This is an optimization exercise on Yosys and OpenROAD, whose aim is small area, a short achievable clock period and few clock cycles per item, not a production implementation.
Where RTL was checked, it was by simulation tests only, not by an equivalence proof against the original.

==> job 3171: inputs <==
// mmult
module mmult(
    input clk,
    input reset_n,
    input enable,
    input [0:9*8-1] A_mat,
    input [0:9*8-1] B_mat,
    output valid,
    output [0:9*17-1] C_mat
);
export LEC_CHECK = 0
export CAP_MARGIN = 20
export CORE_MARGIN = 2
export CORE_UTILIZATION = 40
export CTS_CLUSTER_DIAMETER = 150
export CTS_CLUSTER_SIZE = 20
export SLEW_MARGIN = 20
create_clock -name core_clock -period 11.0 [get_ports {clk}]
standard.sh (not shown) runs the stock make flow with config.mk's settings and CLKGATE_MAP_FILE= SYNTH_SCRIPT=/design/flow/synth_recipe.tcl, a recipe that flattens the netlist after the stock synthesis.
==> flow/flow/run.sh <==
#!/bin/bash
# Standard layout, with these changes: Yosys's "abc -fast" pre-pass is skipped
# (so the full adders extract with clean polarity), the port buffers are the
# smallest plain buffer instead of the delay buffer buffer_ports picks, and
# timing repair aims for 7.0 ns of setup slack instead of 0.
export SYNTH_ARGS=-noabc
export BUFFER_PORTS_ARGS="-buffer_cell sky130_fd_sc_hd__buf_1"
export SETUP_SLACK_MARGIN=7.0
bash standard.sh > standard.log 2>&1
==> inputs of job 8495, as changes to job 3171 <==
==> flow/flow/run.sh (replaced) <==
#!/bin/bash
# Standard layout, with these changes: Yosys's "abc -fast" pre-pass is skipped
# (so the full adders extract with clean polarity), the port buffers are the
# smallest plain buffer instead of the delay buffer buffer_ports picks, and
# timing repair aims for 6.9 ns of setup slack instead of 0.
export SYNTH_ARGS=-noabc
export BUFFER_PORTS_ARGS="-buffer_cell sky130_fd_sc_hd__buf_1"
export SETUP_SLACK_MARGIN=6.9
bash standard.sh > standard.log 2>&1
--- a/flow/config.mk
+++ b/flow/config.mk
@@ -7,7 +7,7 @@
 export LEC_CHECK = 0
 export CAP_MARGIN = 20
 export CORE_MARGIN = 2
-export CORE_UTILIZATION = 40
+export CORE_UTILIZATION = 60
 export CTS_CLUSTER_DIAMETER = 150
 export CTS_CLUSTER_SIZE = 20
 export SLEW_MARGIN = 20
==> inputs of job 2310, as changes to job 3171 <==
==> flow/flow/run.sh (replaced) <==
#!/bin/bash
# Standard layout, with these changes: Yosys's "abc -fast" pre-pass is skipped
# (so the full adders extract with clean polarity), the port buffers are the
# smallest plain buffer instead of the delay buffer buffer_ports picks, and
# timing repair aims for 6.9 ns of setup slack instead of 0.
export SYNTH_ARGS=-noabc
export BUFFER_PORTS_ARGS="-buffer_cell sky130_fd_sc_hd__buf_1"
export SETUP_SLACK_MARGIN=6.9
bash standard.sh > standard.log 2>&1
--- a/flow/config.mk
+++ b/flow/config.mk
@@ -7,7 +7,7 @@
 export LEC_CHECK = 0
 export CAP_MARGIN = 20
 export CORE_MARGIN = 2
-export CORE_UTILIZATION = 40
+export CORE_UTILIZATION = 50
 export CTS_CLUSTER_DIAMETER = 150
 export CTS_CLUSTER_SIZE = 20
 export SLEW_MARGIN = 20
==> notes.md <==
Pre-CTS setup slack: job 8495 6201 ps; job 3171 6657 ps; job 2310 6629 ps
Total length of routed met2 wires: job 8495 33770 um; job 3171 36140 um; job 2310 34040 um
Number of filler cells placed in the layout: job 8495 3787; job 3171 6511; job 2310 5032
Register fraction of the total cell area: job 8495 21.09%; job 3171 20.43%; job 2310 21.03%
Final clock-cell share: job 8495 1.702%; job 3171 1.650%; job 2310 1.703%
Final standard cell count with taps included and fillers excluded: job 8495 3529; job 3171 3824; job 2310 3621
Multi-input logic portion of the cell area: job 8495 67.90%; job 3171 66.47%; job 2310 67.90%
Capturing instance or port of the critical path: job 8495 C_mat[34]; job 3171 C_mat[102]; job 2310 C_mat[34]
Number of antenna violations at the first check in global routing: job 8495 1; job 3171 1; job 2310 3
Fin Hold WS: job 8495 456.4 ps; job 3171 445.6 ps; job 2310 454.2 ps
Run status: job 8495 no timing/DRC/antenna violations; job 3171 no timing/DRC/antenna violations; job 2310 no timing/DRC/antenna violations
Routed wire per std cell: job 8495 20.53 um; job 3171 20.48 um; job 2310 20.40 um
Die footprint: job 8495 0.04737 mm^2; job 3171 0.07057 mm^2; job 2310 0.05666 mm^2
Total iterations of the first detailed-routing run: job 8495 5; job 3171 5; job 2310 7
Final weighted congestion in routability-driven placement: job 8495 0.8749; job 3171 0.8539; job 2310 0.8598
Testbench counts of job 3171, summed over its fixed seeds: cycles 2,048, items 512.
Testbench counts of job 8495, summed over its fixed seeds: cycles 2,048, items 512.
Testbench counts of job 2310, summed over its fixed seeds: cycles 2,048, items 512.

==> onyx <==
==> flow/design.v <==
module mmult(
    input clk,
    input reset_n,
    input enable,
    input [0:9*8-1] A_mat,
    input [0:9*8-1] B_mat,
    output reg valid,
    output reg [0:9*17-1] C_mat
);
    reg [0:71] A, B;
    wire [0:152] C;
    genvar i, j;
    generate
        for (i = 0; i < 3; i = i + 1) begin : row
            for (j = 0; j < 3; j = j + 1) begin : col
                assign C[(3*i+j)*17 +: 17] =
                    A[(3*i+0)*8 +: 8] * B[(0+j)*8 +: 8] +
                    A[(3*i+1)*8 +: 8] * B[(3+j)*8 +: 8] +
                    A[(3*i+2)*8 +: 8] * B[(6+j)*8 +: 8];
            end
        end
    endgenerate
    always @(posedge clk) begin
        if (!enable || !reset_n) begin
            A <= A_mat;
            B <= B_mat;
        end
        C_mat <= C;
        valid <= enable & reset_n;
    end
endmodule
==> flow/run.sh <==
#!/bin/bash
# synth_recipe.tcl (not shown) runs the flow's synth.tcl, then flattens the netlist and writes it again
# the make line also repeats each setting of config.mk as NAME=value (left out here)
make -C /OpenROAD-flow-scripts/flow DESIGN_CONFIG=/design/flow/config.mk WORK_HOME=/design/flow/orfs CLKGATE_MAP_FILE= SYNTH_SCRIPT=/design/flow/synth_recipe.tcl finish
==> flow/config.mk <==
export PLATFORM = sky130hd
export DESIGN_NAME = mmult
export DESIGN_NICKNAME = mmult
export VERILOG_FILES = /design/flow/design.v
export SDC_FILE = /design/flow/constraint.sdc
export NUM_CORES = 4
export LEC_CHECK = 0
export CAP_MARGIN = 20
export CORE_MARGIN = 2
export CORE_UTILIZATION = 40
export SLEW_MARGIN = 20
==> flow/constraint.sdc <==
create_clock -name core_clock -period 11.0 [get_ports {clk}]
set_input_delay 2.2000 -clock core_clock [delete_from_list [all_inputs] [get_ports {clk}]]
set_output_delay 2.2000 -clock core_clock [all_outputs]
set_load 0.01 [all_outputs]
==> lagoon (differences from onyx) <==
==> flow/design.v, changed modules only <==
module mmult(
    input clk,  
    input reset_n,  
    input enable,  
    input [0:9*8-1] A_mat,  
    input [0:9*8-1] B_mat,  
    output valid,  
    output reg [0:9*17-1] C_mat  
);
    reg [0:71] A,B;
    reg [3:0] counter;
    wire [16:0] s0, s1, s2;
    assign s0 = A[0:7]*B[0:7]+A[8:15]*B[24:31]+A[16:23]*B[48:55];
    assign s1 = A[0:7]*B[8:15]+A[8:15]*B[32:39]+A[16:23]*B[56:63];
    assign s2 = A[0:7]*B[16:23]+A[8:15]*B[40:47]+A[16:23]*B[64:71];
    assign valid = ~|(counter^3);
    always @(posedge clk) begin
        if(!enable||!reset_n) begin
            A <= A_mat;
            B <= B_mat;
            C_mat <= 0;
            counter <= 0;
        end 
        else if(!valid) begin
            C_mat <= {C_mat[51:152], s0, s1, s2};
            A <= A<<24;
            counter <= counter + 1;
        end
    end
endmodule
==> summary of the runs <==
- Cell count: lagoon is lower than onyx (about 53%).
- Against lagoon, the final area of onyx is larger by about 110%.
- Critical path depth is the same in lagoon and onyx.
- Against onyx, the first-iteration DRC count of lagoon is lower by 54%.
==> figures <==
                                                                 lagoon        onyx
Fill cell count                                                     7328       16671
Height of the chip                                                281 um      419 um
Outcome                                 no timing/DRC/antenna violations  no timing/DRC/antenna violations
Fraction of final layout cells sized beyond drive strength 1       2.82%       2.81%
GR met1 Demand/Resource                                            32.3%       28.0%
Total of plain and repair buffers excluding clock buffers            322         425
Largest net degree at the start of global routing                    105          55
Synthesized Nets                                                    4185        9723
Testbench counts of onyx, summed over its fixed seeds: cycles 1,024, items 512.
Testbench counts of lagoon, summed over its fixed seeds: cycles 2,048, items 512.

==> branch harbor <==
mmult, a different RTL version from the one above (not shown whole).
==> flow/design.v (excerpt) <==
module mmult(
    input clk,
    input reset_n,
    input enable,
    input [0:9*8-1] A_mat,
    input [0:9*8-1] B_mat,
    output valid,
    output [0:9*17-1] C_mat
);
Settings: LEC_CHECK=0, CAP_MARGIN=20, CORE_MARGIN=2, CORE_UTILIZATION=40, SLEW_MARGIN=20; clock period 11.0 ns.
==> flow/flow/run.sh <==
#!/bin/bash
# Standard layout, with these changes: Yosys's "abc -fast" pre-pass is skipped
# (so the full adders extract with clean polarity), the port buffers are the
# smallest plain buffer instead of the delay buffer buffer_ports picks, and
# timing repair aims for 7.0 ns of setup slack instead of 0.
export SYNTH_ARGS=-noabc
export BUFFER_PORTS_ARGS="-buffer_cell sky130_fd_sc_hd__buf_1"
export SETUP_SLACK_MARGIN=7.0
bash standard.sh > standard.log 2>&1
==> inputs of branch zinc, as changes to branch harbor <==
==> flow/flow/run.sh (replaced) <==
#!/bin/bash
# Standard layout, with these changes: Yosys's "abc -fast" pre-pass is skipped
# (so the full adders extract with clean polarity), the port buffers are the
# smallest plain buffer instead of the delay buffer buffer_ports picks, and
# timing repair aims for 7.2 ns of setup slack instead of 0.
export SYNTH_ARGS=-noabc
export BUFFER_PORTS_ARGS="-buffer_cell sky130_fd_sc_hd__buf_1"
export SETUP_SLACK_MARGIN=7.2
bash standard.sh > standard.log 2>&1
==> notes.md <==
outcome: finished clean
grt met3 use: 3.606%
Area Growth Syn to Fin: 22.22%
reg-to-reg endpoint: S[23]
WP data arrival: 2.06 ns
Non-clock buffering overhead: 8.880%
Final min period: 4.258 ns
the above is filed under branch zinc

==> notes.md <==
Area Growth Syn to Fin: 16.86%
outcome: finished clean
reg-to-reg endpoint: S[34]
grt met3 use: 3.422%
synthesized area per cell: 10.12 um^2
Final setup violation count: 0
Non-clock buffering overhead: 6.697%
Final min period: 4.254 ns
the above is filed under branch harbor

No functional check of the RTL was part of any run of this note.

==> static timing again, ports no longer ideal <==
How much do the figures lean on ideal ports? The routed layouts below were timed once more, with nothing changed but the port constraints.
Step 1, drivers: a clkbuf_16 drives clk and a buf_2 each remaining input, both assumed.
Step 2, shift: input delay + t, output delay - t, t = (earliest + latest rising clock arrival at the registers) / 2. This alone moves slack from input paths to output paths.
Slacks: no drivers / after step 1 / after step 2; pairs: no drivers / after step 1.
run	t, ns	setup slack, ns	worst register clock-pin slew, ns	worst slew at a driven data input, ns
job 3171	0.603	7.044 / 6.987 / 6.719	0.10 / 0.10	0.06
job 8495	0.613	6.960 / 6.901 / 6.441	0.11 / 0.11	0.06
job 2310	0.603	6.960 / 6.901 / 6.478	0.10 / 0.10	0.07
onyx	0.742	4.190 / 4.190 / 4.190	0.07 / 0.07	0.12
lagoon	0.628	4.277 / 4.277 / 4.277	0.06 / 0.06	0.13
branch harbor	0.653	6.746 / 6.679 / 6.540	0.07 / 0.07	0.06
branch zinc	0.653	6.742 / 6.676 / 6.685	0.07 / 0.07	0.06
After both steps setup and hold are still met in every run listed. The setup slack of job 8495, which loses most, moves by -0.059 ns with the drivers and by -0.519 ns with both steps.
